This design comes from an exercise in tuning for small area and a short achievable clock period on the open sky130 flow, not from production work.
Only simulation tests tie the RTL to the original design; equivalence was not proved.
No activity file was given, so power comes from the tool's default toggle rates.

===== flow/config.mk =====
export PLATFORM = sky130hd
export DESIGN_NAME = rv32i_cpu
export DESIGN_NICKNAME = rv32i_cpu
export VERILOG_FILES = /design/flow/design.v
export SDC_FILE = /design/flow/constraint.sdc
export NUM_CORES = 8
export LEC_CHECK = 0
export CAP_MARGIN = 20
export CORE_MARGIN = 2
export CORE_UTILIZATION = 40
export PLACE_DENSITY = 0.6
export SLEW_MARGIN = 20
export SYNTH_HIERARCHICAL = 1

===== flow/constraint.sdc =====
create_clock -name core_clock -period 19.5 [get_ports {clk}]
set_input_delay 3.9000 -clock core_clock [delete_from_list [all_inputs] [get_ports {clk}]]
set_output_delay 3.9000 -clock core_clock [all_outputs]
set_load 0.01 [all_outputs]

===== flow/design.v =====
module c_inv   (input a, output y);                   assign y = ~a;                    endmodule
module c_nand2 (input a, input b, output y);          assign y = ~(a & b);              endmodule
module c_nand3 (input a, input b, input c, output y); assign y = ~(a & b & c);          endmodule
module c_nand4 (input a, input b, input c, input d, output y); assign y = ~(a & b & c & d); endmodule
module c_and2  (input a, input b, output y);          assign y = a & b;                 endmodule
module c_and3  (input a, input b, input c, output y); assign y = a & b & c;            endmodule
module c_and4  (input a, input b, input c, input d, output y); assign y = a & b & c & d;  endmodule
module c_or2   (input a, input b, output y);          assign y = a | b;                 endmodule
module c_or4   (input a, input b, input c, input d, output y); assign y = a | b | c | d;  endmodule
module c_nor2  (input a, input b, output y);          assign y = ~(a | b);              endmodule
module c_or3   (input a, input b, input c, output y); assign y = a | b | c;            endmodule
module c_nor3  (input a, input b, input c, output y); assign y = ~(a | b | c);          endmodule
module c_xor2  (input a, input b, output y);          assign y = a ^ b;                 endmodule
module c_xnor2 (input a, input b, output y);          assign y = ~(a ^ b);              endmodule
module c_nor4  (input a, input b, input c, input d, output y); assign y = ~(a | b | c | d); endmodule
module c_a221oi (input a1, input a2, input b1, input b2, input c, output y); assign y = ~((a1 & a2) | (b1 & b2) | c); endmodule
module c_a21oi (input a, input b, input c, output y); assign y = ~((a & b) | c);        endmodule
module c_o21ai (input a, input b, input c, output y); assign y = ~((a | b) & c);        endmodule
module c_mux2i (input a, input b, input s, output y); assign y = ~(s ? b : a);          endmodule
module c_mxi   (input a, input b, input s, input sn, output y); assign y = ~((a | s) & (b | sn)); endmodule
module agu (
  input  [31:0] rn,
  input  [11:0] m,
  output [31:0] y
);
  wire a_n1, a_n2, a_n3, a_n4, a_n5, a_n6, a_n7, a_n8, a_n9, a_n10, a_n11, a_n12, a_n13, a_n14, a_n15, a_n16, a_n17, a_n18, a_n19, a_n20, a_n21, a_n22, a_n23, a_n24, a_n25, a_n26, a_n27, a_n28, a_n29, a_n30, a_n31, a_n32, a_n33, a_n34, a_n35, a_n36, a_n37, a_n38, a_n39, a_n40, a_n41, a_n42, a_n43, a_n44, a_n45, a_n46, a_n47, a_n48, a_n49, a_n50, a_n51, a_n52, a_n53, a_n54, a_n55, a_n56, a_n57, a_n58, a_n59, a_n60, a_n61, a_n62, a_n63, a_n64, a_n65, a_n66, a_n67, a_n68, a_n69, a_n70, a_n71, a_n72, a_n73, a_n74, a_n75, a_n76, a_n77, a_n78, a_n79, a_n80, a_n81, a_n82, a_n83, a_n84, a_n85, a_n86, a_n87, a_n88, a_n89, a_n90, a_n91, a_n92, a_n93, a_n94, a_n95, a_n96, a_n97, a_n98, a_n99, a_n100, a_n101, a_n102, a_n103, a_n104, a_n105, a_n106, a_n107, a_n108, a_n109, a_n110, a_n111, a_n112, a_n113, a_n114, a_n115, a_n116, a_n117, a_n118, a_n119, a_n120, a_n121, a_n122, a_n123, a_n124, a_n125, a_n126, a_n127, a_n128, a_n129, a_n130, a_n131, a_n132, a_n133, a_n134, a_n135, a_n136, a_n137, a_n138, a_n139, a_n140, a_n141, a_n142, a_n143, a_n144, a_n145, a_n146, a_n147, a_n148, a_n149, a_n150, a_n151, a_n152, a_n153, a_n154, a_n155, a_n156, a_n157, a_n158, a_n159, a_n160, a_n161, a_n162, a_n163, a_n164, a_n165, a_n166, a_n167, a_n168, a_n169, a_n170, a_n171, a_n172, a_n173, a_n174, a_n175, a_n176, a_n177, a_n178, a_n179, a_n180, a_n181, a_n182, a_n183, a_n184, a_n185, a_n186, a_n187, a_n188, a_n189, a_n190, a_n191, a_n192, a_n193, a_n194, a_n195, a_n196, a_n197, a_n198, a_n199, a_n200, a_n201, a_n202, a_n203, a_n204, a_n205, a_n206, a_n207, a_n208, a_n209, a_n210, a_n211, a_n212, a_n213, a_n214, a_n215, a_n216, a_n217, a_n218, a_n219, a_n220, a_n221, a_n222;
  c_inv u_a_n1 (m[0], a_n1);
  c_inv u_a_n2 (m[1], a_n2);
  c_inv u_a_n3 (m[2], a_n3);
  c_inv u_a_n4 (m[3], a_n4);
  c_inv u_a_n5 (m[4], a_n5);
  c_inv u_a_n6 (m[5], a_n6);
  c_inv u_a_n7 (m[6], a_n7);
  c_inv u_a_n8 (m[7], a_n8);
  c_inv u_a_n9 (m[8], a_n9);
  c_inv u_a_n10 (m[9], a_n10);
  c_inv u_a_n11 (m[10], a_n11);
  c_inv u_a_n12 (m[11], a_n12);
  c_nor2 u_a_n13 (rn[0], a_n1, a_n13);
  c_nor2 u_a_n14 (rn[1], a_n2, a_n14);
  c_nor2 u_a_n15 (rn[2], a_n3, a_n15);
  c_nor2 u_a_n16 (rn[3], a_n4, a_n16);
  c_nor2 u_a_n17 (rn[4], a_n5, a_n17);
  c_nor2 u_a_n18 (rn[5], a_n6, a_n18);
  c_nor2 u_a_n19 (rn[6], a_n7, a_n19);
  c_nor2 u_a_n20 (rn[7], a_n8, a_n20);
  c_nor2 u_a_n21 (rn[8], a_n9, a_n21);
  c_nor2 u_a_n22 (rn[9], a_n10, a_n22);
  c_nor2 u_a_n23 (rn[10], a_n11, a_n23);
  c_nor2 u_a_n24 (rn[11], a_n12, a_n24);
  c_nand2 u_a_n25 (rn[0], a_n1, a_n25);
  c_nand2 u_a_n26 (rn[1], a_n2, a_n26);
  c_nand2 u_a_n27 (rn[2], a_n3, a_n27);
  c_nand2 u_a_n28 (rn[3], a_n4, a_n28);
  c_nand2 u_a_n29 (rn[4], a_n5, a_n29);
  c_nand2 u_a_n30 (rn[5], a_n6, a_n30);
  c_nand2 u_a_n31 (rn[6], a_n7, a_n31);
  c_nand2 u_a_n32 (rn[7], a_n8, a_n32);
  c_nand2 u_a_n33 (rn[8], a_n9, a_n33);
  c_nand2 u_a_n34 (rn[9], a_n10, a_n34);
  c_nand2 u_a_n35 (rn[10], a_n11, a_n35);
  c_nand2 u_a_n36 (rn[11], a_n12, a_n36);
  c_a21oi u_a_n37 (a_n26, a_n13, a_n14, a_n37);
  c_nand2 u_a_n38 (a_n26, a_n25, a_n38);
  c_a21oi u_a_n39 (a_n28, a_n15, a_n16, a_n39);
  c_nand2 u_a_n40 (a_n28, a_n27, a_n40);
  c_a21oi u_a_n41 (a_n30, a_n17, a_n18, a_n41);
  c_nand2 u_a_n42 (a_n30, a_n29, a_n42);
  c_a21oi u_a_n43 (a_n32, a_n19, a_n20, a_n43);
  c_nand2 u_a_n44 (a_n32, a_n31, a_n44);
  c_a21oi u_a_n45 (a_n34, a_n21, a_n22, a_n45);
  c_nand2 u_a_n46 (a_n34, a_n33, a_n46);
  c_a21oi u_a_n47 (a_n36, a_n23, a_n24, a_n47);
  c_nand2 u_a_n48 (a_n36, a_n35, a_n48);
  c_o21ai u_a_n49 (a_n40, a_n37, a_n39, a_n49);
  c_nor2 u_a_n50 (a_n40, a_n38, a_n50);
  c_o21ai u_a_n51 (a_n44, a_n41, a_n43, a_n51);
  c_nor2 u_a_n52 (a_n44, a_n42, a_n52);
  c_o21ai u_a_n53 (a_n48, a_n45, a_n47, a_n53);
  c_nor2 u_a_n54 (a_n48, a_n46, a_n54);
  c_nor4 u_a_n55 (a_n48, a_n46, a_n44, a_n42, a_n55);
  c_a221oi u_a_n56 (a_n54, a_n51, a_n55, a_n49, a_n53, a_n56);
  c_a221oi u_a_n57 (a_n54, a_n51, a_n55, a_n49, a_n53, a_n57);
  c_a221oi u_a_n58 (a_n54, a_n51, a_n55, a_n49, a_n53, a_n58);
  c_a221oi u_a_n59 (a_n54, a_n51, a_n55, a_n49, a_n53, a_n59);
  c_inv u_a_n60 (a_n37, a_n60);
  c_a21oi u_a_n61 (a_n27, a_n60, a_n15, a_n61);
  c_a21oi u_a_n62 (a_n29, a_n49, a_n17, a_n62);
  c_inv u_a_n63 (a_n49, a_n63);
  c_o21ai u_a_n64 (a_n42, a_n63, a_n41, a_n64);
  c_a21oi u_a_n65 (a_n31, a_n64, a_n19, a_n65);
  c_a21oi u_a_n66 (a_n52, a_n49, a_n51, a_n66);
  c_inv u_a_n67 (a_n66, a_n67);
  c_a21oi u_a_n68 (a_n33, a_n67, a_n21, a_n68);
  c_o21ai u_a_n69 (a_n46, a_n66, a_n45, a_n69);
  c_a21oi u_a_n70 (a_n35, a_n69, a_n23, a_n70);
  c_xnor2 u_a_n71 (rn[0], m[0], a_n71);
  c_xnor2 u_a_n72 (rn[1], m[1], a_n72);
  c_xnor2 u_a_n73 (rn[2], m[2], a_n73);
  c_xnor2 u_a_n74 (rn[3], m[3], a_n74);
  c_xnor2 u_a_n75 (rn[4], m[4], a_n75);
  c_xnor2 u_a_n76 (rn[5], m[5], a_n76);
  c_xnor2 u_a_n77 (rn[6], m[6], a_n77);
  c_xnor2 u_a_n78 (rn[7], m[7], a_n78);
  c_xnor2 u_a_n79 (rn[8], m[8], a_n79);
  c_xnor2 u_a_n80 (rn[9], m[9], a_n80);
  c_xnor2 u_a_n81 (rn[10], m[10], a_n81);
  c_xnor2 u_a_n82 (rn[11], m[11], a_n82);
  c_xnor2 u_y_0 (rn[0], m[0], y[0]);
  c_xor2 u_y_1 (a_n72, a_n13, y[1]);
  c_xnor2 u_y_2 (a_n73, a_n37, y[2]);
  c_xnor2 u_y_3 (a_n74, a_n61, y[3]);
  c_xor2 u_y_4 (a_n75, a_n49, y[4]);
  c_xnor2 u_y_5 (a_n76, a_n62, y[5]);
  c_xor2 u_y_6 (a_n77, a_n64, y[6]);
  c_xnor2 u_y_7 (a_n78, a_n65, y[7]);
  c_xnor2 u_y_8 (a_n79, a_n66, y[8]);
  c_xnor2 u_y_9 (a_n80, a_n68, y[9]);
  c_xor2 u_y_10 (a_n81, a_n69, y[10]);
  c_xnor2 u_y_11 (a_n82, a_n70, y[11]);
  c_nor2 u_a_n83 (rn[12], m[11], a_n83);
  c_nor2 u_a_n84 (rn[14], rn[13], a_n84);
  c_nor2 u_a_n85 (rn[16], rn[15], a_n85);
  c_nor2 u_a_n86 (rn[18], rn[17], a_n86);
  c_nor2 u_a_n87 (rn[20], rn[19], a_n87);
  c_nor2 u_a_n88 (rn[22], rn[21], a_n88);
  c_nor2 u_a_n89 (rn[24], rn[23], a_n89);
  c_nor2 u_a_n90 (rn[26], rn[25], a_n90);
  c_nor2 u_a_n91 (rn[28], rn[27], a_n91);
  c_nor2 u_a_n92 (rn[30], rn[29], a_n92);
  c_inv u_a_n93 (rn[13], a_n93);
  c_nand2 u_a_n94 (a_n93, a_n83, a_n94);
  c_nand2 u_a_n95 (a_n84, a_n83, a_n95);
  c_inv u_a_n96 (rn[17], a_n96);
  c_nand2 u_a_n97 (a_n96, a_n85, a_n97);
  c_nand2 u_a_n98 (a_n86, a_n85, a_n98);
  c_inv u_a_n99 (rn[21], a_n99);
  c_nand2 u_a_n100 (a_n99, a_n87, a_n100);
  c_nand2 u_a_n101 (a_n88, a_n87, a_n101);
  c_inv u_a_n102 (rn[25], a_n102);
  c_nand2 u_a_n103 (a_n102, a_n89, a_n103);
  c_nand2 u_a_n104 (a_n90, a_n89, a_n104);
  c_inv u_a_n105 (rn[29], a_n105);
  c_nand2 u_a_n106 (a_n105, a_n91, a_n106);
  c_nand2 u_a_n107 (a_n92, a_n91, a_n107);
  c_nor2 u_a_n108 (rn[15], a_n95, a_n108);
  c_inv u_a_n109 (a_n95, a_n109);
  c_nand2 u_a_n110 (a_n85, a_n109, a_n110);
  c_nor2 u_a_n111 (a_n97, a_n95, a_n111);
  c_nor2 u_a_n112 (a_n98, a_n95, a_n112);
  c_nor2 u_a_n113 (rn[23], a_n101, a_n113);
  c_inv u_a_n114 (a_n101, a_n114);
  c_nand2 u_a_n115 (a_n89, a_n114, a_n115);
  c_nor2 u_a_n116 (a_n103, a_n101, a_n116);
  c_nor2 u_a_n117 (a_n104, a_n101, a_n117);
  c_inv u_a_n118 (rn[19], a_n118);
  c_nand2 u_a_n119 (a_n118, a_n112, a_n119);
  c_nand2 u_a_n120 (a_n87, a_n112, a_n120);
  c_inv u_a_n121 (a_n100, a_n121);
  c_nand2 u_a_n122 (a_n121, a_n112, a_n122);
  c_nand2 u_a_n123 (a_n114, a_n112, a_n123);
  c_nand2 u_a_n124 (a_n113, a_n112, a_n124);
  c_inv u_a_n125 (a_n115, a_n125);
  c_nand2 u_a_n126 (a_n125, a_n112, a_n126);
  c_nand2 u_a_n127 (a_n116, a_n112, a_n127);
  c_nand2 u_a_n128 (a_n117, a_n112, a_n128);
  c_nor2 u_a_n129 (rn[27], a_n128, a_n129);
  c_inv u_a_n130 (a_n128, a_n130);
  c_nand2 u_a_n131 (a_n91, a_n130, a_n131);
  c_nor2 u_a_n132 (a_n106, a_n128, a_n132);
  c_nor2 u_a_n133 (a_n107, a_n128, a_n133);
  c_nand2 u_a_n134 (rn[12], m[11], a_n134);
  c_nand2 u_a_n135 (rn[14], rn[13], a_n135);
  c_nand2 u_a_n136 (rn[16], rn[15], a_n136);
  c_nand2 u_a_n137 (rn[18], rn[17], a_n137);
  c_nand2 u_a_n138 (rn[20], rn[19], a_n138);
  c_nand2 u_a_n139 (rn[22], rn[21], a_n139);
  c_nand2 u_a_n140 (rn[24], rn[23], a_n140);
  c_nand2 u_a_n141 (rn[26], rn[25], a_n141);
  c_nand2 u_a_n142 (rn[28], rn[27], a_n142);
  c_nand2 u_a_n143 (rn[30], rn[29], a_n143);
  c_inv u_a_n144 (a_n134, a_n144);
  c_nand2 u_a_n145 (rn[13], a_n144, a_n145);
  c_nor2 u_a_n146 (a_n135, a_n134, a_n146);
  c_inv u_a_n147 (a_n136, a_n147);
  c_nand2 u_a_n148 (rn[17], a_n147, a_n148);
  c_nor2 u_a_n149 (a_n137, a_n136, a_n149);
  c_inv u_a_n150 (a_n138, a_n150);
  c_nand2 u_a_n151 (rn[21], a_n150, a_n151);
  c_nor2 u_a_n152 (a_n139, a_n138, a_n152);
  c_inv u_a_n153 (a_n140, a_n153);
  c_nand2 u_a_n154 (rn[25], a_n153, a_n154);
  c_nor2 u_a_n155 (a_n141, a_n140, a_n155);
  c_inv u_a_n156 (a_n142, a_n156);
  c_nand2 u_a_n157 (rn[29], a_n156, a_n157);
  c_nor2 u_a_n158 (a_n143, a_n142, a_n158);
  c_nand2 u_a_n159 (rn[15], a_n146, a_n159);
  c_nand2 u_a_n160 (a_n147, a_n146, a_n160);
  c_inv u_a_n161 (a_n148, a_n161);
  c_nand2 u_a_n162 (a_n161, a_n146, a_n162);
  c_nand2 u_a_n163 (a_n149, a_n146, a_n163);
  c_nand2 u_a_n164 (rn[23], a_n152, a_n164);
  c_nand2 u_a_n165 (a_n153, a_n152, a_n165);
  c_inv u_a_n166 (a_n154, a_n166);
  c_nand2 u_a_n167 (a_n166, a_n152, a_n167);
  c_nand2 u_a_n168 (a_n155, a_n152, a_n168);
  c_inv u_a_n169 (a_n163, a_n169);
  c_nand2 u_a_n170 (rn[19], a_n169, a_n170);
  c_nor2 u_a_n171 (a_n138, a_n163, a_n171);
  c_nor2 u_a_n172 (a_n151, a_n163, a_n172);
  c_nand2 u_a_n173 (a_n152, a_n169, a_n173);
  c_nor2 u_a_n174 (a_n164, a_n163, a_n174);
  c_nor2 u_a_n175 (a_n165, a_n163, a_n175);
  c_nor2 u_a_n176 (a_n167, a_n163, a_n176);
  c_nor2 u_a_n177 (a_n168, a_n163, a_n177);
  c_nand2 u_a_n178 (rn[27], a_n177, a_n178);
  c_nand2 u_a_n179 (a_n156, a_n177, a_n179);
  c_inv u_a_n180 (a_n157, a_n180);
  c_nand2 u_a_n181 (a_n180, a_n177, a_n181);
  c_nand2 u_a_n182 (a_n158, a_n177, a_n182);
  c_xnor2 u_a_n183 (rn[12], m[11], a_n183);
  c_xor2 u_a_n184 (rn[12], m[11], a_n184);
  c_mux2i u_y_12 (a_n183, a_n184, a_n56, y[12]);
  c_xor2 u_a_n185 (rn[13], a_n83, a_n185);
  c_xnor2 u_a_n186 (rn[13], a_n134, a_n186);
  c_mux2i u_y_13 (a_n185, a_n186, a_n57, y[13]);
  c_xnor2 u_a_n187 (rn[14], a_n94, a_n187);
  c_xnor2 u_a_n188 (rn[14], a_n145, a_n188);
  c_mux2i u_y_14 (a_n187, a_n188, a_n58, y[14]);
  c_xnor2 u_a_n189 (rn[15], a_n95, a_n189);
  c_xor2 u_a_n190 (rn[15], a_n146, a_n190);
  c_mux2i u_y_15 (a_n189, a_n190, a_n59, y[15]);
  c_xor2 u_a_n191 (rn[16], a_n108, a_n191);
  c_xnor2 u_a_n192 (rn[16], a_n159, a_n192);
  c_mux2i u_y_16 (a_n191, a_n192, a_n56, y[16]);
  c_xnor2 u_a_n193 (rn[17], a_n110, a_n193);
  c_xnor2 u_a_n194 (rn[17], a_n160, a_n194);
  c_mux2i u_y_17 (a_n193, a_n194, a_n57, y[17]);
  c_xor2 u_a_n195 (rn[18], a_n111, a_n195);
  c_xnor2 u_a_n196 (rn[18], a_n162, a_n196);
  c_mux2i u_y_18 (a_n195, a_n196, a_n58, y[18]);
  c_xor2 u_a_n197 (rn[19], a_n112, a_n197);
  c_xnor2 u_a_n198 (rn[19], a_n163, a_n198);
  c_mux2i u_y_19 (a_n197, a_n198, a_n59, y[19]);
  c_xnor2 u_a_n199 (rn[20], a_n119, a_n199);
  c_xnor2 u_a_n200 (rn[20], a_n170, a_n200);
  c_mux2i u_y_20 (a_n199, a_n200, a_n56, y[20]);
  c_xnor2 u_a_n201 (rn[21], a_n120, a_n201);
  c_xor2 u_a_n202 (rn[21], a_n171, a_n202);
  c_mux2i u_y_21 (a_n201, a_n202, a_n57, y[21]);
  c_xnor2 u_a_n203 (rn[22], a_n122, a_n203);
  c_xor2 u_a_n204 (rn[22], a_n172, a_n204);
  c_mux2i u_y_22 (a_n203, a_n204, a_n58, y[22]);
  c_xnor2 u_a_n205 (rn[23], a_n123, a_n205);
  c_xnor2 u_a_n206 (rn[23], a_n173, a_n206);
  c_mux2i u_y_23 (a_n205, a_n206, a_n59, y[23]);
  c_xnor2 u_a_n207 (rn[24], a_n124, a_n207);
  c_xor2 u_a_n208 (rn[24], a_n174, a_n208);
  c_mux2i u_y_24 (a_n207, a_n208, a_n56, y[24]);
  c_xnor2 u_a_n209 (rn[25], a_n126, a_n209);
  c_xor2 u_a_n210 (rn[25], a_n175, a_n210);
  c_mux2i u_y_25 (a_n209, a_n210, a_n57, y[25]);
  c_xnor2 u_a_n211 (rn[26], a_n127, a_n211);
  c_xor2 u_a_n212 (rn[26], a_n176, a_n212);
  c_mux2i u_y_26 (a_n211, a_n212, a_n58, y[26]);
  c_xnor2 u_a_n213 (rn[27], a_n128, a_n213);
  c_xor2 u_a_n214 (rn[27], a_n177, a_n214);
  c_mux2i u_y_27 (a_n213, a_n214, a_n59, y[27]);
  c_xor2 u_a_n215 (rn[28], a_n129, a_n215);
  c_xnor2 u_a_n216 (rn[28], a_n178, a_n216);
  c_mux2i u_y_28 (a_n215, a_n216, a_n56, y[28]);
  c_xnor2 u_a_n217 (rn[29], a_n131, a_n217);
  c_xnor2 u_a_n218 (rn[29], a_n179, a_n218);
  c_mux2i u_y_29 (a_n217, a_n218, a_n57, y[29]);
  c_xor2 u_a_n219 (rn[30], a_n132, a_n219);
  c_xnor2 u_a_n220 (rn[30], a_n181, a_n220);
  c_mux2i u_y_30 (a_n219, a_n220, a_n58, y[30]);
  c_xor2 u_a_n221 (rn[31], a_n133, a_n221);
  c_xnor2 u_a_n222 (rn[31], a_n182, a_n222);
  c_mux2i u_y_31 (a_n221, a_n222, a_n59, y[31]);
endmodule
module pc_add (
  input  [30:0] a, b,
  output [30:0] s
);
  wire r_n1, r_n2, r_n3, r_n4, r_n5, r_n6, r_n7, r_n8, r_n9, r_n10, r_n11, r_n12, r_n13, r_n14, r_n15, r_n16, r_n17, r_n18, r_n19, r_n20, r_n21, r_n22, r_n23, r_n24, r_n25, r_n26, r_n27, r_n28, r_n29, r_n30, r_n31, r_n32, r_n33, r_n34, r_n35, r_n36, r_n37, r_n38, r_n39, r_n40, r_n41, r_n42, r_n43, r_n44, r_n45, r_n46, r_n47, r_n48, r_n49, r_n50, r_n51, r_n52, r_n53, r_n54, r_n55, r_n56, r_n57, r_n58, r_n59, r_n60, r_n61, r_n62, r_n63, r_n64, r_n65, r_n66, r_n67, r_n68, r_n69, r_n70, r_n71, r_n72, r_n73, r_n74, r_n75, r_n76, r_n77, r_n78, r_n79, r_n80, r_n81, r_n82, r_n83, r_n84, r_n85, r_n86, r_n87, r_n88, r_n89, r_n90;
  c_xor2 u_s_0 (a[0], b[0], s[0]);
  c_nand2 u_r_n1 (a[0], b[0], r_n1);
  c_xnor2 u_r_n2 (a[1], b[1], r_n2);
  c_nand2 u_r_n3 (a[1], b[1], r_n3);
  c_xor2 u_s_1 (r_n2, r_n1, s[1]);
  c_o21ai u_r_n4 (r_n2, r_n1, r_n3, r_n4);
  c_xor2 u_r_n5 (a[2], b[2], r_n5);
  c_and2 u_r_n6 (a[2], b[2], r_n6);
  c_xor2 u_s_2 (r_n5, r_n4, s[2]);
  c_a21oi u_r_n7 (r_n5, r_n4, r_n6, r_n7);
  c_xnor2 u_r_n8 (a[3], b[3], r_n8);
  c_nand2 u_r_n9 (a[3], b[3], r_n9);
  c_xor2 u_s_3 (r_n8, r_n7, s[3]);
  c_o21ai u_r_n10 (r_n8, r_n7, r_n9, r_n10);
  c_xor2 u_r_n11 (a[4], b[4], r_n11);
  c_and2 u_r_n12 (a[4], b[4], r_n12);
  c_xor2 u_s_4 (r_n11, r_n10, s[4]);
  c_a21oi u_r_n13 (r_n11, r_n10, r_n12, r_n13);
  c_xnor2 u_r_n14 (a[5], b[5], r_n14);
  c_nand2 u_r_n15 (a[5], b[5], r_n15);
  c_xor2 u_s_5 (r_n14, r_n13, s[5]);
  c_o21ai u_r_n16 (r_n14, r_n13, r_n15, r_n16);
  c_xor2 u_r_n17 (a[6], b[6], r_n17);
  c_and2 u_r_n18 (a[6], b[6], r_n18);
  c_xor2 u_s_6 (r_n17, r_n16, s[6]);
  c_a21oi u_r_n19 (r_n17, r_n16, r_n18, r_n19);
  c_xnor2 u_r_n20 (a[7], b[7], r_n20);
  c_nand2 u_r_n21 (a[7], b[7], r_n21);
  c_xor2 u_s_7 (r_n20, r_n19, s[7]);
  c_o21ai u_r_n22 (r_n20, r_n19, r_n21, r_n22);
  c_xor2 u_r_n23 (a[8], b[8], r_n23);
  c_and2 u_r_n24 (a[8], b[8], r_n24);
  c_xor2 u_s_8 (r_n23, r_n22, s[8]);
  c_a21oi u_r_n25 (r_n23, r_n22, r_n24, r_n25);
  c_xnor2 u_r_n26 (a[9], b[9], r_n26);
  c_nand2 u_r_n27 (a[9], b[9], r_n27);
  c_xor2 u_s_9 (r_n26, r_n25, s[9]);
  c_o21ai u_r_n28 (r_n26, r_n25, r_n27, r_n28);
  c_xor2 u_r_n29 (a[10], b[10], r_n29);
  c_and2 u_r_n30 (a[10], b[10], r_n30);
  c_xor2 u_s_10 (r_n29, r_n28, s[10]);
  c_a21oi u_r_n31 (r_n29, r_n28, r_n30, r_n31);
  c_xnor2 u_r_n32 (a[11], b[11], r_n32);
  c_nand2 u_r_n33 (a[11], b[11], r_n33);
  c_xor2 u_s_11 (r_n32, r_n31, s[11]);
  c_o21ai u_r_n34 (r_n32, r_n31, r_n33, r_n34);
  c_xor2 u_r_n35 (a[12], b[12], r_n35);
  c_and2 u_r_n36 (a[12], b[12], r_n36);
  c_xor2 u_s_12 (r_n35, r_n34, s[12]);
  c_a21oi u_r_n37 (r_n35, r_n34, r_n36, r_n37);
  c_xnor2 u_r_n38 (a[13], b[13], r_n38);
  c_nand2 u_r_n39 (a[13], b[13], r_n39);
  c_xor2 u_s_13 (r_n38, r_n37, s[13]);
  c_o21ai u_r_n40 (r_n38, r_n37, r_n39, r_n40);
  c_xor2 u_r_n41 (a[14], b[14], r_n41);
  c_and2 u_r_n42 (a[14], b[14], r_n42);
  c_xor2 u_s_14 (r_n41, r_n40, s[14]);
  c_a21oi u_r_n43 (r_n41, r_n40, r_n42, r_n43);
  c_xnor2 u_r_n44 (a[15], b[15], r_n44);
  c_nand2 u_r_n45 (a[15], b[15], r_n45);
  c_xor2 u_s_15 (r_n44, r_n43, s[15]);
  c_o21ai u_r_n46 (r_n44, r_n43, r_n45, r_n46);
  c_xor2 u_r_n47 (a[16], b[16], r_n47);
  c_and2 u_r_n48 (a[16], b[16], r_n48);
  c_xor2 u_s_16 (r_n47, r_n46, s[16]);
  c_a21oi u_r_n49 (r_n47, r_n46, r_n48, r_n49);
  c_xnor2 u_r_n50 (a[17], b[17], r_n50);
  c_nand2 u_r_n51 (a[17], b[17], r_n51);
  c_xor2 u_s_17 (r_n50, r_n49, s[17]);
  c_o21ai u_r_n52 (r_n50, r_n49, r_n51, r_n52);
  c_xor2 u_r_n53 (a[18], b[18], r_n53);
  c_and2 u_r_n54 (a[18], b[18], r_n54);
  c_xor2 u_s_18 (r_n53, r_n52, s[18]);
  c_a21oi u_r_n55 (r_n53, r_n52, r_n54, r_n55);
  c_xnor2 u_r_n56 (a[19], b[19], r_n56);
  c_nand2 u_r_n57 (a[19], b[19], r_n57);
  c_xor2 u_s_19 (r_n56, r_n55, s[19]);
  c_o21ai u_r_n58 (r_n56, r_n55, r_n57, r_n58);
  c_xor2 u_r_n59 (a[20], b[20], r_n59);
  c_and2 u_r_n60 (a[20], b[20], r_n60);
  c_xor2 u_s_20 (r_n59, r_n58, s[20]);
  c_a21oi u_r_n61 (r_n59, r_n58, r_n60, r_n61);
  c_xnor2 u_r_n62 (a[21], b[21], r_n62);
  c_nand2 u_r_n63 (a[21], b[21], r_n63);
  c_xor2 u_s_21 (r_n62, r_n61, s[21]);
  c_o21ai u_r_n64 (r_n62, r_n61, r_n63, r_n64);
  c_xor2 u_r_n65 (a[22], b[22], r_n65);
  c_and2 u_r_n66 (a[22], b[22], r_n66);
  c_xor2 u_s_22 (r_n65, r_n64, s[22]);
  c_a21oi u_r_n67 (r_n65, r_n64, r_n66, r_n67);
  c_xnor2 u_r_n68 (a[23], b[23], r_n68);
  c_nand2 u_r_n69 (a[23], b[23], r_n69);
  c_xor2 u_s_23 (r_n68, r_n67, s[23]);
  c_o21ai u_r_n70 (r_n68, r_n67, r_n69, r_n70);
  c_xor2 u_r_n71 (a[24], b[24], r_n71);
  c_and2 u_r_n72 (a[24], b[24], r_n72);
  c_xor2 u_s_24 (r_n71, r_n70, s[24]);
  c_a21oi u_r_n73 (r_n71, r_n70, r_n72, r_n73);
  c_xnor2 u_r_n74 (a[25], b[25], r_n74);
  c_nand2 u_r_n75 (a[25], b[25], r_n75);
  c_xor2 u_s_25 (r_n74, r_n73, s[25]);
  c_o21ai u_r_n76 (r_n74, r_n73, r_n75, r_n76);
  c_xor2 u_r_n77 (a[26], b[26], r_n77);
  c_and2 u_r_n78 (a[26], b[26], r_n78);
  c_xor2 u_s_26 (r_n77, r_n76, s[26]);
  c_a21oi u_r_n79 (r_n77, r_n76, r_n78, r_n79);
  c_xnor2 u_r_n80 (a[27], b[27], r_n80);
  c_nand2 u_r_n81 (a[27], b[27], r_n81);
  c_xor2 u_s_27 (r_n80, r_n79, s[27]);
  c_o21ai u_r_n82 (r_n80, r_n79, r_n81, r_n82);
  c_xor2 u_r_n83 (a[28], b[28], r_n83);
  c_and2 u_r_n84 (a[28], b[28], r_n84);
  c_xor2 u_s_28 (r_n83, r_n82, s[28]);
  c_a21oi u_r_n85 (r_n83, r_n82, r_n84, r_n85);
  c_xnor2 u_r_n86 (a[29], b[29], r_n86);
  c_nand2 u_r_n87 (a[29], b[29], r_n87);
  c_xor2 u_s_29 (r_n86, r_n85, s[29]);
  c_o21ai u_r_n88 (r_n86, r_n85, r_n87, r_n88);
  c_xor2 u_r_n89 (a[30], b[30], r_n89);
  c_and2 u_r_n90 (a[30], b[30], r_n90);
  c_xor2 u_s_30 (r_n89, r_n88, s[30]);
endmodule
module add_bk #(parameter N = 32, parameter L = 5) (
  input  [N-1:0] a, b,
  input          cin,
  output [N-1:0] s,
  output         cout,
  output [N-1:0] p, g
);
  assign p = a ^ b;
  assign g = a & b;
  wire [N-1:0] G [0:2*L-1];
  wire [N-1:0] P [0:2*L-1];
  assign G[0] = {g[N-1:1], g[0] | (p[0] & cin)};
  assign P[0] = p;
  genvar st, i;
  generate
    for (st = 1; st < 2*L; st = st + 1) begin : g_st
      for (i = 0; i < N; i = i + 1) begin : g_i
        localparam integer l  = (st <= L) ? st - 1 : 2*L - 1 - st;
        localparam integer d  = 1 << l;
        localparam integer ok = (st <= L) ? (((i + 1) % (2*d)) == 0)
                                          : ((i >= 3*d - 1) && (((i + 1 - d) % (2*d)) == 0));
        if (ok && i - d >= 0) begin : g_c
          assign G[st][i] = G[st-1][i] | (P[st-1][i] & G[st-1][i-d]);
          assign P[st][i] = P[st-1][i] & P[st-1][i-d];
        end else begin : g_p
          assign G[st][i] = G[st-1][i];
          assign P[st][i] = P[st-1][i];
        end
      end
    end
  endgenerate
  assign s    = p ^ {G[2*L-1][N-2:0], cin};
  assign cout = G[2*L-1][N-1];
endmodule
module shr32 (
  input  [31:0] a,
  input  [4:0]  sh,
  input         left,
  input         fill,
  output [31:0] y
);
  wire [31:0] x0, x1, x2, x3, x4;
  wire [4:0] shn = ~sh;
  wire leftn = ~left;
  wire filln = ~fill;
  genvar i;
  generate
    for (i = 0; i < 32; i = i + 1) begin : g_i
      c_mxi m0 (.a(a[i]), .b(a[31-i]), .s(left), .sn(leftn), .y(x0[i]));
      if (i + 1 < 32) begin : s0
        c_mxi m (.a(x0[i]), .b(x0[i+1]), .s(sh[0]), .sn(shn[0]), .y(x1[i]));
      end else begin : f0
        c_mxi m (.a(x0[i]), .b(filln), .s(sh[0]), .sn(shn[0]), .y(x1[i]));
      end
      if (i + 2 < 32) begin : s1
        c_mxi m (.a(x1[i]), .b(x1[i+2]), .s(sh[1]), .sn(shn[1]), .y(x2[i]));
      end else begin : f1
        c_mxi m (.a(x1[i]), .b(fill), .s(sh[1]), .sn(shn[1]), .y(x2[i]));
      end
      if (i + 4 < 32) begin : s2
        c_mxi m (.a(x2[i]), .b(x2[i+4]), .s(sh[2]), .sn(shn[2]), .y(x3[i]));
      end else begin : f2
        c_mxi m (.a(x2[i]), .b(filln), .s(sh[2]), .sn(shn[2]), .y(x3[i]));
      end
      if (i + 8 < 32) begin : s3
        c_mxi m (.a(x3[i]), .b(x3[i+8]), .s(sh[3]), .sn(shn[3]), .y(x4[i]));
      end else begin : f3
        c_mxi m (.a(x3[i]), .b(fill), .s(sh[3]), .sn(shn[3]), .y(x4[i]));
      end
      if (i + 16 < 32) begin : s4
        c_mxi m (.a(x4[i]), .b(x4[i+16]), .s(sh[4]), .sn(shn[4]), .y(y[i]));
      end else begin : f4
        c_mxi m (.a(x4[i]), .b(filln), .s(sh[4]), .sn(shn[4]), .y(y[i]));
      end
    end
  endgenerate
endmodule
module rf_hold (input q, input d, input w, input wn, output y);
  assign y = (q & wn) | (d & w);
endmodule
module rf_aoi3 (input a, input sa, input b, input sb, input c, input sc, output y);
  assign y = ~((a & sa) | (b & sb) | (c & sc));
endmodule
module regfile (
  input             clk,
  input             we,
  input      [4:0]  rs1, rs2, rd,
  input      [31:0] rd_data,
  input             use_imm,
  input      [31:0] imm,
  output     [31:0] rs1v, rs1n_agu, rs2v, rs2v_mem
);
  wire [31:0] q [0:31];
  wire [127:0] s1f, s2f, wf, wnf;
  assign q[0] = 32'b0;
  genvar r, k, j;
  generate
    wire [4:0] rs1n, rs2n;
    wire [3:0] lo1n, lo2n;
    wire [7:0] hi1n, hi2n;
    wire       use_imm_n;
    c_inv ui (.a(use_imm), .y(use_imm_n));
    for (j = 0; j < 5; j = j + 1) begin : g_inv
      c_inv i1 (.a(rs1[j]), .y(rs1n[j]));
      c_inv i2 (.a(rs2[j]), .y(rs2n[j]));
    end
    for (j = 0; j < 4; j = j + 1) begin : g_lo
      c_nand2 l1 (.a(j[0] ? rs1[0] : rs1n[0]), .b(j[1] ? rs1[1] : rs1n[1]), .y(lo1n[j]));
      c_nand3 l2 (.a(j[0] ? rs2[0] : rs2n[0]), .b(j[1] ? rs2[1] : rs2n[1]), .c(use_imm_n), .y(lo2n[j]));
    end
    for (j = 0; j < 8; j = j + 1) begin : g_hi
      c_nand3 h1 (.a(j[0] ? rs1[2] : rs1n[2]), .b(j[1] ? rs1[3] : rs1n[3]), .c(j[2] ? rs1[4] : rs1n[4]), .y(hi1n[j]));
      c_nand3 h2 (.a(j[0] ? rs2[2] : rs2n[2]), .b(j[1] ? rs2[3] : rs2n[3]), .c(j[2] ? rs2[4] : rs2n[4]), .y(hi2n[j]));
    end
    wire [4:0] rdn;
    wire [3:0] low_n;
    wire [7:0] hiw_n;
    for (j = 0; j < 5; j = j + 1) begin : g_invw
      c_inv iw (.a(rd[j]), .y(rdn[j]));
    end
    for (j = 0; j < 4; j = j + 1) begin : g_low
      c_nand3 lw (.a(j[0] ? rd[0] : rdn[0]), .b(j[1] ? rd[1] : rdn[1]), .c(we), .y(low_n[j]));
    end
    for (j = 0; j < 8; j = j + 1) begin : g_hiw
      c_nand3 hw (.a(j[0] ? rd[2] : rdn[2]), .b(j[1] ? rd[3] : rdn[3]), .c(j[2] ? rd[4] : rdn[4]), .y(hiw_n[j]));
    end
    for (r = 1; r < 32; r = r + 1) begin : g_dec
      for (j = 0; j < 4; j = j + 1) begin : g_grp
        c_nor2 d1 (.a(hi1n[r/4]), .b(lo1n[r%4]), .y(s1f[32*j+r]));
        c_nor2 d2 (.a(hi2n[r/4]), .b(lo2n[r%4]), .y(s2f[32*j+r]));
        c_nor2 dw (.a(hiw_n[r/4]), .b(low_n[r%4]), .y(wf[32*j+r]));
        c_inv  dn (.a(wf[32*j+r]), .y(wnf[32*j+r]));
      end
    end
    for (r = 1; r < 32; r = r + 1) begin : g_r
      reg  [31:0] x;
      wire [31:0] d;
      for (k = 0; k < 32; k = k + 1) begin : g_b
        rf_hold h (.q(x[k]), .d(rd_data[k]), .w(wf[32*(k/8)+r]), .wn(wnf[32*(k/8)+r]), .y(d[k]));
      end
      always @(posedge clk) x <= d;
      assign q[r] = x;
    end
    for (k = 0; k < 32; k = k + 1) begin : g_col
      wire [10:0] a1, a2;
      wire [2:0]  o1, o2;
      wire        a2i;
      for (j = 0; j < 10; j = j + 1) begin : g_t
        rf_aoi3 t1 (.a(q[3*j+1][k]), .sa(s1f[32*(k/8)+3*j+1]), .b(q[3*j+2][k]), .sb(s1f[32*(k/8)+3*j+2]),
                    .c(q[3*j+3][k]), .sc(s1f[32*(k/8)+3*j+3]), .y(a1[j]));
        rf_aoi3 t2 (.a(q[3*j+1][k]), .sa(s2f[32*(k/8)+3*j+1]), .b(q[3*j+2][k]), .sb(s2f[32*(k/8)+3*j+2]),
                    .c(q[3*j+3][k]), .sc(s2f[32*(k/8)+3*j+3]), .y(a2[j]));
      end
      c_nand2 n1 (.a(q[31][k]), .b(s1f[32*(k/8)+31]), .y(a1[10]));
      c_nand2 n2 (.a(q[31][k]), .b(s2f[32*(k/8)+31]), .y(a2[10]));
      c_nand2 n3 (.a(imm[k]), .b(use_imm), .y(a2i));
      c_nand4 p10 (.a(a1[0]), .b(a1[1]), .c(a1[2]), .d(a1[3]), .y(o1[0]));
      c_nand4 p11 (.a(a1[4]), .b(a1[5]), .c(a1[6]), .d(a1[7]), .y(o1[1]));
      c_nand3 p12 (.a(a1[8]), .b(a1[9]), .c(a1[10]), .y(o1[2]));
      c_nand4 p20 (.a(a2[0]), .b(a2[1]), .c(a2[2]), .d(a2[3]), .y(o2[0]));
      c_nand4 p21 (.a(a2[4]), .b(a2[5]), .c(a2[6]), .d(a2[7]), .y(o2[1]));
      c_nand4 p22 (.a(a2[8]), .b(a2[9]), .c(a2[10]), .d(a2i), .y(o2[2]));
      c_nor3 f1a (.a(o1[0]), .b(o1[1]), .c(o1[2]), .y(rs1n_agu[k]));
      c_or3  f1b (.a(o1[0]), .b(o1[1]), .c(o1[2]), .y(rs1v[k]));
      c_or3  f2a (.a(o2[0]), .b(o2[1]), .c(o2[2]), .y(rs2v[k]));
      c_or3  f2b (.a(o2[0]), .b(o2[1]), .c(o2[2]), .y(rs2v_mem[k]));
    end
  endgenerate
endmodule
module rv32i_cpu (
  input             clk,
  input             rst,
  output     [31:0] pc,
  input      [31:0] inst,
  output            MemWen,
  output     [31:0] MemAddr,
  output     [31:0] MemWdata,
  input      [31:0] MemRdata
);
  wire b6 = inst[6], b5 = inst[5], b4 = inst[4], b3 = inst[3], b2 = inst[2];
  wire [2:0] f3 = inst[14:12];
  wire is_store  = ~b6 &  b5 & ~b4;
  wire is_load   = ~b6 & ~b5 & ~b4;
  wire is_branch =  b6 & ~b2;
  wire is_jalr   =  b6 & ~b3 & b2;
  wire is_jal    =  b6 &  b3;
  wire is_lui    = ~b6 &  b5 & b4 &  b2;
  wire is_auipc  = ~b6 & ~b5 & b4 &  b2;
  wire is_alu    = ~b6 & b4 & ~b2;           
  wire regwrite  = ~(is_store | is_branch);
  wire [31:0] immI = {{20{inst[31]}}, inst[31:20]};
  wire [31:0] immB = {{20{inst[31]}}, inst[7], inst[30:25], inst[11:8], 1'b0};
  wire [31:0] immJ = {{12{inst[31]}}, inst[19:12], inst[20], inst[30:21], 1'b0};
  wire [31:0] immU = {inst[31:12], 12'b0};
  wire [31:0] rs1v, rs1n_agu, op2, rs2_mem;
  reg  [31:0] rd_data;
  regfile rf (
    .clk(clk), .we(regwrite), .rs1(inst[19:15]), .rs2(inst[24:20]), .rd(inst[11:7]),
    .rd_data(rd_data), .use_imm(~b5), .imm(immI),
    .rs1v(rs1v), .rs1n_agu(rs1n_agu), .rs2v(op2), .rs2v_mem(rs2_mem)
  );
  wire [31:0] agu_y;
  agu agu_i (.rn(rs1n_agu), .m({inst[31:25], is_store ? inst[11:7] : inst[24:20]}), .y(agu_y));
  assign MemAddr  = agu_y;
  assign MemWdata = rs2_mem;   
  assign MemWen   = is_store;
  wire sub = is_branch | (f3[2:1] == 2'b01) | (b5 & inst[30] & (f3 == 3'b000));
  wire [31:0] sum, p, g;
  wire cout;
  add_bk #(32, 5) alu_add (.a(rs1v), .b(op2 ^ {32{sub}}), .cin(sub), .s(sum), .cout(cout), .p(p), .g(g));
  wire ltu = ~cout;
  wire lt  = (rs1v[31] ^ op2[31]) ? rs1v[31] : ltu;
  wire eq  = &p;
  wire cond = f3[2] ? (f3[1] ? ltu : lt) : eq;
  wire taken = cond ^ f3[0];
  wire [31:0] shr;
  shr32 sh_i (.a(rs1v), .sh(op2[4:0]), .left(~f3[2]), .fill(inst[30] & rs1v[31]), .y(shr));
  wire [31:0] shl;
  genvar gi;
  generate for (gi = 0; gi < 32; gi = gi + 1) begin : g_shl
    assign shl[gi] = shr[31-gi];
  end endgenerate
  wire [31:0] logic_r = (p & {32{~(f3[1] & f3[0])}}) | (g & {32{f3[1]}});
  wire [31:0] pimm = b6 ? (b3 ? immJ : immB) : immU;
  wire [31:0] tgt;
  pc_add pc_add_i (.a(pc[31:1]), .b(pimm[31:1]), .s(tgt[31:1]));
  assign tgt[0] = 1'b0;
  wire [31:0] pc4;
  wire [30:0] ic;
  assign ic[0] = 1'b1;
  genvar ii;
  generate for (ii = 2; ii < 32; ii = ii + 1) begin : g_inc
    assign pc4[ii]  = pc[ii] ^ ic[ii-2];
    assign ic[ii-1] = pc[ii] & ic[ii-2];
  end endgenerate
  assign pc4[1:0] = pc[1:0];
  wire s_sum   = is_alu & (f3 == 3'b000);
  wire s_sll   = is_alu & (f3 == 3'b001);
  wire s_slt   = is_alu & (f3 == 3'b010);
  wire s_sltu  = is_alu & (f3 == 3'b011);
  wire s_logic = is_alu & f3[2] & (f3[1] | ~f3[0]);
  wire s_shr   = is_alu & (f3 == 3'b101);
  always @* begin
    rd_data = ({32{s_sum}}    & sum)
            | ({32{s_sll}}    & shl)
            | ({32{s_slt}}    & {31'b0, lt})
            | ({32{s_sltu}}   & {31'b0, ltu})
            | ({32{s_logic}}  & logic_r)
            | ({32{s_shr}}    & shr)
            | ({32{is_load}}  & MemRdata)
            | ({32{b6}}       & pc4)
            | ({32{is_lui}}   & immU)
            | ({32{is_auipc}} & tgt);
  end
  reg [31:1] pcr;
  assign pc = {pcr, 1'b0};
  always @(posedge clk or posedge rst) begin
    if (rst)                               pcr <= 31'b0;
    else if (is_jalr)                      pcr <= agu_y[31:1];
    else if (is_jal | (is_branch & taken)) pcr <= tgt[31:1];
    else                                   pcr <= pc4[31:1];
  end
endmodule

===== flow/flow/run.sh =====
#!/bin/bash
# Own layout flow: the standard flow (standard.sh) with these changes:
#  - the standard synthesis runs first, on its own and unchanged;
#  - ports are buffered with buf_2 instead of the default delay cell;
#  - clock tree synthesis uses clusters of up to 14 sinks and 60 um, clkbuf_4/8, no dummy loads;
#  - the timing repair steps aim for a setup slack margin, which sizes up the critical path.
# Each step's full output goes to its own log file in this folder; ORFS's logs are under orfs/logs.
set -euo pipefail
cd "$(dirname "$0")/.."
MARGIN=${MARGIN:-9}
bash standard.sh synth > flow_synth.log 2>&1
bash standard.sh \
  "BUFFER_PORTS_ARGS=-buffer_cell sky130_fd_sc_hd__buf_2" \
  "CTS_ARGS=-sink_clustering_enable -repair_clock_nets -dont_use_dummy_load -sink_clustering_size 14 -sink_clustering_max_diameter 60 -buf_list {sky130_fd_sc_hd__clkbuf_4 sky130_fd_sc_hd__clkbuf_8}" \
  "SETUP_SLACK_MARGIN=$MARGIN" \
  "TNS_END_PERCENT=5" \
  finish > flow_finish.log 2>&1

===== flow/standard.sh =====
#!/bin/bash
# synth_recipe.tcl (not shown) runs the flow's synth.tcl, then flattens the netlist and writes it again
# the make line also repeats each setting of config.mk as NAME=value (left out here)
make -C /OpenROAD-flow-scripts/flow DESIGN_CONFIG=/design/flow/config.mk WORK_HOME=/design/flow/orfs CLKGATE_MAP_FILE= SYNTH_SCRIPT=/design/flow/synth_recipe.tcl "${@:-finish}"

==> results of run 1 <==
-- what timing repair did --
item,in CTS,in global routing
hold buffers,0,0
buffers inserted,140,36
resized for setup,256,74
endpoints found under the setup margin,359,501
gates cloned,4,2
pin swaps,134,74
-- routing by layer --
layer	track usage, %	part of all wire [%]	vias up
met1	46.52	39	24970
li1	-	-	21850
met5	0	0.020	-
met2	48.14	40	4254
met3	10.50	14	849
met4	20.36	7.2	8
-- stage by stage --
stage               setup slack, ns  util (%)  hold slack, ns  area [um2]  power (uW)
floorplan                     8.596         -          0.4769       49020        4930
global route                  8.163     46.76          0.5283       56920        7827
finish                        8.186     46.76          0.5178       56920        7553
global placement              6.256     43.05          0.4882       52400        5956
detailed placement            6.172     43.05          0.4958       52400        6006
CTS                           8.358     46.22          0.5124       56260        7353
-- power by group --
group	leakage, uW	internal [uW]	total [uW]	switching (uW)
logic	0.0122	1250	2920	1670
clock network	0.000697	441	1150	713
registers	0.00858	2790	3470	684
-- Yosys stat by module (local to each module, per instance), a selection --
module | times used | flip-flops and latches | cells inside | area [um2]
c_nor3 | 32 | 0 | 1 | 10.01
c_mux2i | 20 | 0 | 1 | 10.01
rf_hold | 992 | 0 | 1 | 8.758
c_a21oi | 26 | 0 | 1 | 8.758
c_or3 | 96 | 0 | 1 | 6.256
c_mxi | 192 | 0 | 1 | 6.256
c_nor2 | 416 | 0 | 1 | 3.754
c_inv | 175 | 0 | 1 | 3.754
c_nor4 | 1 | 0 | 1 | 12.51
-- logic make-up (layout without fill, tap and decap cells) --
kind of cell	after synthesis	count (layout)
compound gates	2168	2168
simple gates	1162	1164
buf+inv	294	758
flops	1023	1023
mux	25	25
fa+ha+maj	77	77
xor+xnor	172	172
other cells	1	3
-- how the worst max path moves through the flow --
| stage | startpoint | endpoint | slack (ns) | cells after the start |
|---|---|---|---|---|
| after floorplan | inst[6] | rf.g_r[10].x[31] | 8.60 | 39 |
| after global placement | inst[16] | MemAddr[15] | 6.26 | 15 |
| after detailed placement | inst[16] | MemAddr[15] | 6.17 | 15 |
| after CTS | inst[16] | MemAddr[12] | 8.36 | 18 |
| after global routing | inst[16] | MemAddr[31] | 8.16 | 18 |
| final | inst[24] | MemWdata[31] | 8.19 | 9 |
-- cell type report --
| type | instances | area (um2) | share of cell area, % |
|---|---|---|---|
| Antenna cell | 2 | 5.005 | 0.008793 |
| Clock buffer | 97 | 1335 | 2.346 |
| Inverter | 229 | 878.3 | 1.543 |
| Multi-Input combinational cell | 3607 | 28470 | 50.02 |
| Sequential cell | 1023 | 20630 | 36.25 |
| Tap cell | 1625 | 2033 | 3.572 |
| Timing Repair Buffer | 432 | 3561 | 6.256 |
-- sequential cells by signal (all words and copies together) (netlist names) --
register,count
pcr,31
rf.g_r.x,992
-- cells in the final DEF, fill, tap and decap left out, drive strengths merged, types with 99 or more instances in the layout --
cell      n
a22o    993
dfxtp   992
a222oi  671
nor2    428
buf     427
nand2   298
inv     224
o22ai   193
nand4   169
clkbuf  101
or3      99
==> out/qor.yml, run 1 <==
clock_tree:
  clk_pin_slew_ns: 0.08
  cts_root_buffer: "clkbuf_8"
  cts_tree: "done"
  clockBufferDepth: 3
  clkSinkCount: 1023
  htree_levels: 3
  clock_latency_ns: 0.81
  numCtsBuffers: 97
job:
  maxCapViolations: 0
synthesis:
  synth_ff_type: "dfxtp_1"
  yosys_warnings: 9
  synth_cell_types: 69
  synthArstFlopShare_pct: 3.030
  synth_top_area_share_pct: 40.52
  synth_edf_count: 0
  synth_top_family_by_area: "compound AO/OA/AOI/OAI gates"
  synthCells: 4922
  postSynthAreaPerCell_um2: 9.958
  synthAdderAreaFrac_pct: 2.226
  synth.most_common_cell: "a22o_1"
  synth_area_um2: 49010
  ys_top_cells_by_count: "993 x a22o_1, 992 x dfxtp_1, 671 x a222oi_1, 428 x nor2_1, 296 x nand2_1"
  synth_top_area_cell: "dfxtp_1"
  synth_xor_area_share_pct: 3.073
  synthSimpleGateAreaFrac_pct: 11.24
  synth_compound_area_share_pct: 38.53
  syn-num-nets: 5065
  synth_seq_area_share_pct: 42.10
  synthMuxAreaShare_pct: 0.5105
  synth_area_leaders: "dfxtp_1 41%, a22o_1 18%, a222oi_1 14%"
  ys_seq_elements: 1023
grt:
  grt_max_degree: 63
  grt_pass1_wl_mm: 324.1
  antenna_found_initial: 9
  grt_pass1_vias: 46080
  grt_util_all_layers_pct: 34.47
  gr-total-overflow: 0
sta:
  max_freq_mhz: 88.38
  slew_headroom_pct: 19.31
  skew_ns: 0.1122
  post-route-period-util_pct: 58.02
  min_period_ns: 11.31
  setup_tns_ns: 0
  worst_pin_slew_ns: 1.210
  slew_violations: 0
  rsz0062_at_grt: "yes"
  setup_viol: 0
  hold_viol: 0
final_layout:
  finalNonFillerCells: 7015
  drive_above_1_share_pct: 14.27
  syn_to_final_growth_pct: 16.13
  fin_nets: 5533
  fillers: 11540
power:
  leakage_uw: 0.02150
  vdd_drop_max_v: 0.00005475
  powerDensity_nw_per_um2: 132.7
route:
  dr.pass1.iters: 17
  post_drt_wl_per_cell_um: 32.85
  routed_wl_mm: 230.5
  ant_nets: 0
  drc: 0
  vias: 51930
  vias_per_cell: 7.402
  drt_iter0_markers: 12690
setup_path:
  worstPathBufferInverterCount: 4
  crit_top_cell: "buf_2"
  cp_cell_sequence: "buf_2, inv_1, nand3_1, buf_4, nor2_1, a222oi_1, nand4_1, or3_1, buf_2"
  cpPeakStageDelay_ns: 0.68
  cp_max_fo: 9
  end_kind: "output port"
  ff2ff_path_depth: 33
  arrival_ns: 7.41
  cp.required_ns: 15.60
  rr_startpoint: "pcr[2]"
  cp_slowest_cell: "nand3_1"
  r2r_slack_ns: 11.56
  r2r_end: "rf.g_r[21].x[30]"
  path_class: "in -> out"
  crit_family: "simple AND/OR/NAND/NOR gates"
  cp-start-kind: "input port"
placement:
  dp_hpwl_mm: 155.4
  numPortBuffers: 159
  placedCellCount: 6732
  gp_congestion: 1.067
floorplan:
  die_w_um: 354.1
  rows: 128
  die_area_um2: 125400
  start_util_pct: 40.27
  core_um2: 121700
  die_height_um: 354.1
  ios: 163
run_status:
  status: "timing/DRC/antenna clean"
worst_hold_path:
  whs_endpoint: "rf.g_r[17].x[20]"
  hold_path.class: "reg -> reg"
  worstHoldStart: "rf.g_r[17].x[20]"
  hold_path_depth: 1
==> run 2, diff against run 1 <==
--- a/flow/flow/run.sh
+++ b/flow/flow/run.sh
@@ -7,7 +7,7 @@
 # Each step's full output goes to its own log file in this folder; ORFS's logs are under orfs/logs.
 set -euo pipefail
 cd "$(dirname "$0")/.."
-MARGIN=${MARGIN:-9}
+MARGIN=${MARGIN:-10}
 bash standard.sh synth > flow_synth.log 2>&1
 bash standard.sh \
   "BUFFER_PORTS_ARGS=-buffer_cell sky130_fd_sc_hd__buf_2" \
==> run 2 against run 1 <==
Combinational power grew 5%. Sequential power is essentially flat. Core utilization grew 2.2 points. Synthesized area is the same. Register-to-register slack gained 0.16 ns. Still clean. Setup slack lost 0.15 ns. Flip-flop and latch count is the same. Highest routed layer unchanged. Synthesized cell count is the same. Count of clock-buffer cells in the layout grew 2. Cell area grew 4.7%. First-iteration DRC count grew 0.56%.
==> out/qor.yml, run 2 <==
worst_hold_path:
  hold_path.class: "reg -> reg"
  worstHoldStart: "rf.g_r[16].x[3]"
  whs_endpoint: "rf.g_r[16].x[3]"
  hold_path_depth: 1
sta:
  setup_viol: 0
  rsz0062_at_grt: "yes"
  skew_ns: 0.08854
  hold_ws_ns: 0.5155
  setup_tns_ns: 0
  post-route-period-util_pct: 58.79
  max_freq_mhz: 87.23
  min_period_ns: 11.46
  hold_viol: 0
  slew_violations: 0
  worst_pin_slew_ns: 1.227
  slew_headroom_pct: 18.00
synthesis:
  synth_top_area_share_pct: 40.52
  syn-num-nets: 5065
  synth_area_um2: 49010
  synthArstFlopShare_pct: 3.030
  ys_seq_elements: 1023
  synth_area_leaders: "dfxtp_1 41%, a22o_1 18%, a222oi_1 14%"
  synthCells: 4922
  postSynthAreaPerCell_um2: 9.958
  yosys_warnings: 9
  synth.most_common_cell: "a22o_1"
  synth_seq_area_share_pct: 42.10
  synth_cell_types: 69
  synth_edf_count: 0
  synth_ff_type: "dfxtp_1"
  synth_top_area_cell: "dfxtp_1"
  ys_top_cells_by_count: "993 x a22o_1, 992 x dfxtp_1, 671 x a222oi_1, 428 x nor2_1, 296 x nand2_1"
final_layout:
  final_cell_mix: "993 x a22o_1, 992 x dfxtp_1, 671 x a222oi_1"
  fillers: 11340
  top_register: "rf.g_r.x"
  layout.core_utilization_pct: 48.97
  top_regs: "rf.g_r.x: 992 flops, pcr: 31 flops"
  largest_reg_flops: 992
  final-seq-area_um2: 20630
  drive_above_1_share_pct: 18.70
  fin_nets: 5652
  final_common_cell: "a22o_1"
  final_area_um2: 59610
  syn_to_final_growth_pct: 21.61
  multi_input_area_um2: 29540
floorplan:
  die_area_um2: 125400
  die_height_um: 354.1
  die_w_um: 354.1
  ios: 163
  start_util_pct: 40.27
  core_um2: 121700
  rows: 128
setup_path:
  r2r_slack_ns: 11.72
  cp.required_ns: 15.60
  arrival_ns: 7.56
  rr_startpoint: "pcr[2]"
  end_kind: "output port"
  cp_max_fo: 17
  cp-start-kind: "input port"
  ff2ff_path_depth: 31
  path_class: "in -> out"
  r2r_end: "rf.g_r[14].x[29]"
clock_tree:
  cts_root_buffer: "clkbuf_8"
  clock_latency_ns: 0.83
  cts_tree: "done"
  htree_levels: 3
  clk_pin_slew_ns: 0.06
  clockBufferDepth: 3
  clkSinkCount: 1023
  numCtsBuffers: 99
power:
  leakage_uw: 0.02243
  vdd_drop_max_v: 0.00008137
  powerDensity_nw_per_um2: 129.5
route:
  dr.pass1.iters: 14
  ant_nets: 0
  vias: 53000
  dr.max_layer_used: "met5"
  wl_met3_mm: 36.95
  vias_per_cell: 7.422
  routed_wl_mm: 244.4
  wl_met2_mm: 94.02
  drt_iter0_markers: 12760
  wirelength_met1_mm: 92.95
  post_drt_wl_per_cell_um: 34.22
  drc: 0
job:
  maxCapViolations: 0
grt:
  grt_max_degree: 54
  gr-total-overflow: 0
  antenna_found_initial: 15
  grt_pass1_wl_mm: 338.3
  grt_util_all_layers_pct: 36.26
  grt_pass1_vias: 47270
placement:
  dp_hpwl_mm: 155.5
  gp_congestion: 1.025
  place_area_um2: 52700
  numPortBuffers: 159
run_status:
  status: "timing/DRC/antenna clean"
-- run 2: timing repair --
item / CTS / global route
buffers inserted: 225 / 71
hold buffers: 0 / 0
endpoints found under the setup margin: 1088 / 1065
cloned: 14 / 7
pin swaps: 267 / 127
resized for setup: 403 / 96
-- run 2: cells by family (layout without fill, tap and decap cells) --
logic type / after synthesis / after routing / synth area share (%)
buf+inv: 294 / 864 / 2.315
mux: 25 / 25 / 0.5105
other cells: 1 / 10 / 0.007651
flops: 1023 / 1023 / 42.10
compound gates: 2168 / 2168 / 38.53
fa+ha+maj: 77 / 77 / 2.226
xor+xnor: 172 / 172 / 3.073
simple gates: 1162 / 1177 / 11.24
-- run 2: layout make-up --
class,instances,area share (%)
Timing Repair Buffer,535,8.581
Multi-Input combinational cell,3620,49.55
Sequential cell,1023,34.62
Inverter,229,1.499
Antenna cell,9,0.03778
Tap cell,1625,3.411
Clock buffer,99,2.286
Timing Repair inverter,1,0.01259
-- run 2: how the worst max path moves through the flow --
| stage | start | to | slack [ns] |
|---|---|---|---|
| floorplan | inst[19] | MemAddr[11] | 9.28 |
| global placement | inst[18] | MemAddr[22] | 6.95 |
| detailed placement | inst[18] | MemAddr[22] | 6.93 |
| CTS | inst[15] | MemAddr[29] | 8.29 |
| global route | inst[15] | MemAddr[29] | 8.08 |
| finish | inst[16] | MemAddr[13] | 8.04 |
-- run 2: power breakdown --
| part | total (uW) | leakage (uW) | switching, uW | internal (uW) |
|---|---|---|---|---|
| Clock | 1180 | 0.000712 | 733 | 450 |
| Combinational | 3080 | 0.0131 | 1750 | 1330 |
| Sequential | 3460 | 0.00858 | 669 | 2790 |
-- run 2: modules after synthesis, one instance, submodules excluded, excerpt --
| module | cells inside | flops+latches | area, um2 | times used |
|---|---|---|---|---|
| c_mux2i | 1 | 0 | 10.01 | 20 |
| rv32i_cpu | 608 | 31 | 4504 | 1 |
| c_nand3 | 1 | 0 | 5.005 | 64 |
| c_xor2 | 1 | 0 | 8.758 | 65 |
| c_and2 | 1 | 0 | 6.256 | 14 |
| c_mxi | 1 | 0 | 6.256 | 192 |
| c_a221oi | 1 | 0 | 15.01 | 4 |
| c_or3 | 1 | 0 | 6.256 | 96 |
| c_o21ai | 1 | 0 | 5.005 | 20 |
| c_nor4 | 1 | 0 | 12.51 | 1 |
| c_nand2 | 1 | 0 | 3.754 | 182 |
| shr32 | 7 | 0 | 26.28 | 1 |
| c_nand4 | 1 | 0 | 6.256 | 160 |
| c_xnor2 | 1 | 0 | 8.758 | 59 |
-- run 2: critical path, stage by stage --
cell and delay, ns:
buf_16 0.13, nand2_8 0.23, buf_12 0.27, nor2_2 0.14
a222oi_1 0.55, nand4_1 0.35, nor3_2 0.30, nand2_1 0.11
a21oi_2 0.19, o21ai_4 0.19, a221oi_4 0.31, buf_12 0.20
mux2i_2 0.42, buf_2 0.21
-- run 2: per-stage QoR --
step           setup WS (ns)  total power [uW]  instances
3_5_place_dp           6.928              6033       6716
5_1_grt                8.076              7979       7135
2_1_floorplan          9.278              4968       4922
6_report               8.036              7719       7141
3_3_place_gp           6.954              5976       6716
4_1_cts                8.290              7455       7054
-- run 2: metal layers --
metal / vias up / GRT usage [%]
li1: 22130 / -
met1: 25420 / 47.52
met2: 4407 / 48.91
met3: 1031 / 13.97
met4: 14 / 24.08
met5: - / 0
==> run 3, diff against run 2 <==
--- a/flow/flow/run.sh
+++ b/flow/flow/run.sh
@@ -7,7 +7,7 @@
 # Each step's full output goes to its own log file in this folder; ORFS's logs are under orfs/logs.
 set -euo pipefail
 cd "$(dirname "$0")/.."
-MARGIN=${MARGIN:-10}
+MARGIN=${MARGIN:-8.5}
 bash standard.sh synth > flow_synth.log 2>&1
 bash standard.sh \
   "BUFFER_PORTS_ARGS=-buffer_cell sky130_fd_sc_hd__buf_2" \
==> run 3 against run 2 <==
Still clean. Synthesized area unchanged. Hold slack better by 0.0019 ns. Clock power about the same. Count of clock-buffer cells in the layout down 2. Cell count down 2.3%. Sequential power about the same. Critical path depth up 4. Critical path type unchanged.
==> out/qor.yml, run 3 <==
power:
  leakage_uw: 0.02123
  power_uw: 7471
  powerDensity_nw_per_um2: 132.9
  vdd_drop_max_v: 0.00005442
setup_path:
  end_kind: "output port"
  worstPathBufferInverterCount: 8
  crit_family: "buffers and inverters"
  arrival_ns: 7.48
  cpPeakStageDelay_ns: 0.61
  cp_max_fo: 8
  cp-start-kind: "input port"
sta:
  rsz0062_at_grt: "yes"
  post-route-period-util_pct: 58.35
  hold_viol: 0
  slew_violations: 0
  setup_tns_ns: 0
  setup_ws_ns: 8.121
  slew_headroom_pct: 18.92
  skew_ns: 0.1087
  max_freq_mhz: 87.88
floorplan:
  start_util_pct: 40.27
  core_um2: 121700
  die_area_um2: 125400
  die_w_um: 354.1
  rows: 128
  ios: 163
clock_tree:
  clk_pin_slew_ns: 0.08
  clkSinkCount: 1023
  numCtsBuffers: 97
  cts_root_buffer: "clkbuf_8"
  htree_levels: 3
  clockBufferDepth: 3
  cts_tree: "done"
  clock_latency_ns: 0.81
job:
  maxCapViolations: 0
final_layout:
  fin_nets: 5490
  top_regs: "rf.g_r.x: 992 flops, pcr: 31 flops"
  top_register: "rf.g_r.x"
  layout.core_utilization_pct: 46.19
  final_area_um2: 56220
  syn_to_final_growth_pct: 14.70
grt:
  use_met3_pct: 10.42
  antenna_found_initial: 12
  grt_use_met2_pct: 47.88
  grt_pass1_wl_mm: 323.7
  gr-total-overflow: 0
  top_usage_layer: "met2"
  grt_max_degree: 63
  grt_pass1_vias: 46090
synthesis:
  synth_top_area_cell: "dfxtp_1"
  synthAdderAreaFrac_pct: 2.226
  synth.most_common_cell: "a22o_1"
  synth_compound_area_share_pct: 38.53
  synthMuxAreaShare_pct: 0.5105
  synth_top_family_by_area: "compound AO/OA/AOI/OAI gates"
  synth_cell_types: 69
  synthCells: 4922
  syn-num-nets: 5065
  postSynthAreaPerCell_um2: 9.958
  synth_area_leaders: "dfxtp_1 41%, a22o_1 18%, a222oi_1 14%"
  synth_xor_area_share_pct: 3.073
  synth_edf_count: 0
  synth_seq_area_share_pct: 42.10
route:
  dr.pass1.iters: 22
  routed_wl_mm: 229.5
  ant_nets: 0
run_status:
  status: "timing/DRC/antenna clean"
placement:
  gp_congestion: 1.067
  numPortBuffers: 159
  dp_hpwl_mm: 155.4
  pre_cts_slack_ns: 6.172
==> run 3: cell counts after synthesis <==
Identical to the previous run, type by type.
==> run 3: path summary, 6_finish.rpt <==
path | end | cells after the start | startpoint
max reg2reg | rf.g_r[19].x[29] | 32 | pcr[2]
max | MemAddr[30] | 18 | inst[18]
min | rf.g_r[17].x[20] | 1 | rf.g_r[17].x[20]
min reg2reg | rf.g_r[17].x[20] | 1 | rf.g_r[17].x[20]
min in group asynchronous | pcr[10] | 2 | rst
max in group asynchronous | pcr[22] | 2 | rst
==> run 3: layout make-up <==
cell class | count | area (um2)
inverters | 229 | 878.3
multi-input cells | 3607 | 28240
flip-flops and latches | 1023 | 20630
clock buffers | 97 | 1335
fillers | 11640 | 65500
repair buffers | 389 | 3088
diodes | 5 | 12.51
well taps | 1625 | 2033
==> run 3: repair_timing <==
action,in CTS,in global routing
buffers inserted,132,3
endpoints found under the setup margin,89,324
resized for setup,231,17
hold buffers,0,0
endpoints found under the hold margin,0,0
gates cloned,4,1
pin swaps,133,6
==> run 3: per-stage QoR <==
step	hold WS [ns]	std cells
2_1_floorplan	0.4769	4922
3_3_place_gp	0.4882	6732
5_1_grt	0.5283	6971
3_5_place_dp	0.4958	6732
4_1_cts	0.5124	6965
6_report	0.5174	6975
==> run 3: cell families (layout without fill, tap and decap cells) <==
| group | count (synthesis) | count (layout) |
|---|---|---|
| other | 1 | 6 |
| AO/OA/AOI/OAI | 2168 | 2168 |
| multiplexers | 25 | 25 |
| XOR/XNOR | 172 | 172 |
| flip-flops | 1023 | 1023 |
| adder cells (fa/ha/maj) | 77 | 77 |
| AND/OR/NAND/NOR | 1162 | 1164 |
| buffers and inverters | 294 | 715 |
==> run 3: Yosys stat by module (local to each module, per instance), excerpt <==
module / cells inside / area (um2)
regfile: 992 / 19860
c_nand3: 1 / 5.005
c_nor4: 1 / 12.51
c_or3: 1 / 6.256
c_and2: 1 / 6.256
rf_hold: 1 / 8.758
c_a221oi: 1 / 15.01
c_nand4: 1 / 6.256
rv32i_cpu: 608 / 4504
c_nor3: 1 / 10.01
c_nand2: 1 / 3.754
c_nor2: 1 / 3.754
shr32: 7 / 26.28
==> run 3: worst register-to-register path: cells and delay by family, from the launching register on <==
family / cells / cell delay (ns)
AOI/OAI and AO/OA: 4 / 1.36
DFF: 1 / 0.45
buffers and inverters: 1 / 0.31
adders and majority gates: 27 / 5.58
==> run 3: power by group <==
| part | total [uW] | internal [uW] | switching (uW) |
|---|---|---|---|
| Combinational | 2840 | 1200 | 1640 |
| Sequential | 3480 | 2790 | 686 |
| Clock | 1160 | 441 | 714 |
| Total | 7470 | 4430 | 3040 |
==> run 3: layer usage <==
layer  share of wire [%]  routed length, um
met3                  14              32570
met2                  40              91080
met4                 7.1              16370
met1                  39              89470
met5               0.027                 63

==> separate check: timing with driven ports <==
No port has a modelled driver above. Below, the same layouts with a new extraction and two added sets of constraints.
Step 1 (the two cells are an assumption about what drives the block):
set clk [get_ports {clk}]
set_driving_cell -lib_cell sky130_fd_sc_hd__clkbuf_16 $clk
set_driving_cell -lib_cell sky130_fd_sc_hd__buf_2 [delete_from_list [all_inputs] $clk]
Step 2 adds t to the input delays and takes it off the output delays; t is the mean of the earliest and latest rising clock arrival at the registers after step 1. Input paths then give back, and output paths get back, about the clock's delay inside the block.
Three values: ideal ports, drivers, drivers and shift; two values: the first two.
| run | t (ns) | slack for setup (ns) | latest minus earliest clock arrival (ns) | worst data-port slew with drivers (ns) |
|---|---|---|---|---|
| run 1 | 0.829 | 8.186 / 8.021 / 7.711 | 0.113 / 0.112 | 0.19 |
| run 2 | 0.865 | 8.036 / 7.866 / 7.866 | 0.089 / 0.089 | 0.23 |
| run 3 | 0.829 | 8.121 / 7.956 / 7.655 | 0.109 / 0.109 | 0.18 |
After both steps setup and hold are still met in every run listed. The setup slack of run 1, which loses most, moves by -0.165 ns with the drivers and by -0.475 ns with both steps.
